Background: an optimization exercise with open tools, aiming at small area and a short achievable clock period. Do not read the settings as production practice.
Only simulation tests tie the RTL to the original design; equivalence was not proved.
Power and IR drop assume default switching activity.

== before ==
// mproc
module mproc (input wire clk, reset, input wire [15:0] d_in, output wire [6:0] addr, output wire [15:0] d_out);
Size: ~1100 cells after synthesis, roughly 180 flip-flops, about 41 I/O pins, ~0.0098 mm^2 of cells after synthesis.
==> flow/config.mk <==
export PLATFORM = sky130hd
export DESIGN_NAME = mproc
export DESIGN_NICKNAME = mproc
export VERILOG_FILES = /design/flow/design.v
export SDC_FILE = /design/flow/constraint.sdc
export NUM_CORES = 4
export LEC_CHECK = 0
export ABC_AREA = 1
export CAP_MARGIN = 20
export CORE_MARGIN = 2
export CORE_UTILIZATION = 50
export SETUP_SLACK_MARGIN = 5.0
export SLEW_MARGIN = 20
==> flow/constraint.sdc <==
create_clock -name core_clock -period 8.5 [get_ports {clk}]
set_input_delay 1.7000 -clock core_clock [delete_from_list [all_inputs] [get_ports {clk}]]
set_output_delay 1.7000 -clock core_clock [all_outputs]
set_load 0.01 [all_outputs]
run.sh (not shown) runs the stock make flow with config.mk's settings and CLKGATE_MAP_FILE= SYNTH_SCRIPT=/design/flow/synth_recipe.tcl, a recipe that flattens the netlist after the stock synthesis.
The final layout from before, which completed every stage, passed the timing, DRC and antenna checks at the end of the flow.
What after does differently from before at the input level:
Settings: an added CTS_BUF_LIST of sky130_fd_sc_hd__clkbuf_8.
==> flow/flow/run.sh (new file) <==
#!/bin/bash
# The standard layout, with repair_timing aiming for a larger setup margin and
# plain buffers on the ports.
set -euo pipefail
bash standard.sh SETUP_SLACK_MARGIN=5.45 "BUFFER_PORTS_ARGS=-buffer_cell sky130_fd_sc_hd__buf_2" finish > run_standard.log 2>&1
==> flow/standard.sh (new file) <==
#!/bin/bash
# synth_recipe.tcl (not shown) runs the flow's synth.tcl, then flattens the netlist and writes it again
# the make line also repeats each setting of config.mk as NAME=value (left out here)
make -C /OpenROAD-flow-scripts/flow DESIGN_CONFIG=/design/flow/config.mk WORK_HOME=/design/flow/orfs CLKGATE_MAP_FILE= SYNTH_SCRIPT=/design/flow/synth_recipe.tcl "${@:-finish}"
removed: flow/run.sh
==> comparison <==
- Summary: with before as the reference, power in after moved down by a few percent.
- For the switching power total, after came in 0.61% higher than before did.
- On routed length per instance, before and after are basically level.
- Of before and after, before shows the lower leakage power, with after above it.
- From before to after the numbers moved as follows: count of cell instances traversed by the critical path +1, share of the clock period used by the worst path after layout -5.1 points.
- after gives less power share of the clock group than before did.
- In the tables for before and after, non-clock buffer count reads higher with after.


mproc, a different RTL version from the one above (not shown whole).
Size: ~9600 sq um of cells after synthesis.
Settings: LEC_CHECK=0, ABC_AREA=1, CAP_MARGIN=20, CORE_MARGIN=2, CORE_UTILIZATION=50, CTS_BUF_LIST=sky130_fd_sc_hd__clkbuf_8, SETUP_SLACK_MARGIN=5.0, SLEW_MARGIN=20, TNS_END_PERCENT=0; clock period 8.5 ns.
standard.sh (not shown) runs the stock make flow with config.mk's settings and CLKGATE_MAP_FILE= SYNTH_SCRIPT=/design/flow/synth_recipe.tcl, a recipe that flattens the netlist after the stock synthesis.
==> flow/flow/run.sh <==
#!/bin/bash
# The standard layout, with repair_timing aiming for a larger setup margin and
# plain buffers on the ports.
set -euo pipefail
bash standard.sh SETUP_SLACK_MARGIN=6.0 "BUFFER_PORTS_ARGS=-buffer_cell sky130_fd_sc_hd__buf_2" finish > run_standard.log 2>&1
Edit:
==> flow/flow/run.sh (replaced) <==
#!/bin/bash
# The standard layout, with repair_timing aiming for a larger setup margin and
# plain buffers on the ports.
set -euo pipefail
bash standard.sh SETUP_SLACK_MARGIN=5.8 "BUFFER_PORTS_ARGS=-buffer_cell sky130_fd_sc_hd__buf_1" finish > run_standard.log 2>&1
--- a/flow/config.mk
+++ b/flow/config.mk
@@ -15 +14,0 @@
-export TNS_END_PERCENT = 0
Hold slack loses 0.0058 ns.
Routed wire length went down by a few percent.
Utilization hardly moves.
Synthesized area stays the same.
Die area does not change.
Cell area is about the same.
Power went up by a few percent.
Edit:
==> flow/run.sh (new file) <==
#!/bin/bash
# synth_recipe.tcl (not shown) runs the flow's synth.tcl, then flattens the netlist and writes it again
# the make line also repeats each setting of config.mk as NAME=value (left out here)
make -C /OpenROAD-flow-scripts/flow DESIGN_CONFIG=/design/flow/config.mk WORK_HOME=/design/flow/orfs CLKGATE_MAP_FILE= SYNTH_SCRIPT=/design/flow/synth_recipe.tcl finish
removed: flow/flow/run.sh
removed: flow/standard.sh
Effect: The changed run ran to the end with no violations. Area after synthesis is unchanged. Non-clock buffer count went down by 49. Power went down by 2.9%. Worst setup slack is worse by 0.69 ns. Final area went down by 6.3%. Wire length went down by 4.3%.
Edit:
==> flow/flow/run.sh (new file) <==
#!/bin/bash
# The standard layout, with repair_timing aiming for a larger setup margin and
# plain buffers on the ports.
set -euo pipefail
bash standard.sh SETUP_SLACK_MARGIN=5.8 "BUFFER_PORTS_ARGS=-buffer_cell sky130_fd_sc_hd__buf_2" finish > run_standard.log 2>&1
==> flow/standard.sh (new file) <==
#!/bin/bash
# synth_recipe.tcl (not shown) runs the flow's synth.tcl, then flattens the netlist and writes it again
# the make line also repeats each setting of config.mk as NAME=value (left out here)
make -C /OpenROAD-flow-scripts/flow DESIGN_CONFIG=/design/flow/config.mk WORK_HOME=/design/flow/orfs CLKGATE_MAP_FILE= SYNTH_SCRIPT=/design/flow/synth_recipe.tcl "${@:-finish}"
--- a/flow/config.mk
+++ b/flow/config.mk
@@ -14,0 +15 @@
+export TNS_END_PERCENT = 0
removed: flow/run.sh
Effect:
- sequential power hardly moves
- sequential share of layout area hardly moves
- power is lower by 4.8%
- routed wire length grows by 2.4%
- cell count came out higher by 1.0%
- design area barely changes
- via count grows by 1.9%
- clock-buffer cell count stays the same
- core utilization climbs by 0.15 points
- worst hold slack degrades by 0.0063 ns
Edit:
--- a/flow/config.mk
+++ b/flow/config.mk
@@ -12,0 +13 @@
+export PLACE_DENSITY = 0.75
@@ -15 +15,0 @@
-export TNS_END_PERCENT = 0
=> The changed run completed without violations. First-iteration DRC count climbs by well over a third. Global-route usage drops by 2.4 points. Setup slack got worse by 0.0048 ns. Via count climbs by a few percent. Sequential cell count does not change. Total power climbs by a few percent. Cell count climbs slightly. Wire length drops by a few percent. Non-clock buffer count climbs by 25.

## re-timing with driven ports
No port has a modelled driver above. Below, the same layouts with a new extraction and two added sets of constraints.
Step 1 assumes that a clkbuf_16 drives the clock port and a buf_2 every other input.
Step 2 also shifts input and output timing later by t, the mid clock arrival at the registers, as if the neighbouring blocks saw the same clock.
a / b / c = ideal ports / drivers / drivers and shift; a / b = the first two.
run	shift t [ns]	setup WS [ns]	hold WS [ns]	worst setup path after step 2	cell pins on the clock port's net
before	0.468	5.034 / 5.051 / 4.583	0.445 / 0.445 / 0.445	input to register	1
after	0.509	5.472 / 5.490 / 4.981	0.456 / 0.456 / 0.456	input to register	1
the first run of note 2	0.509	5.819 / 5.788 / 5.320	0.508 / 0.508 / 0.508	input to register	1
the second run of note 2	0.503	5.769 / 5.780 / 5.277	0.502 / 0.502 / 0.502	input to register	1
the third run of note 2	0.510	5.077 / 5.093 / 4.583	0.516 / 0.516 / 0.516	input to register	1
the fourth run of note 2	0.504	5.679 / 5.664 / 5.171	0.510 / 0.510 / 0.510	input to register	1
the fifth run of note 2	0.518	5.674 / 5.645 / 5.127	0.496 / 0.496 / 0.496	input to register	1
After both steps every run listed still meets setup and hold. The setup slack of the fifth run of note 2, which loses most, moves by -0.029 ns with the drivers and by -0.547 ns with both steps.
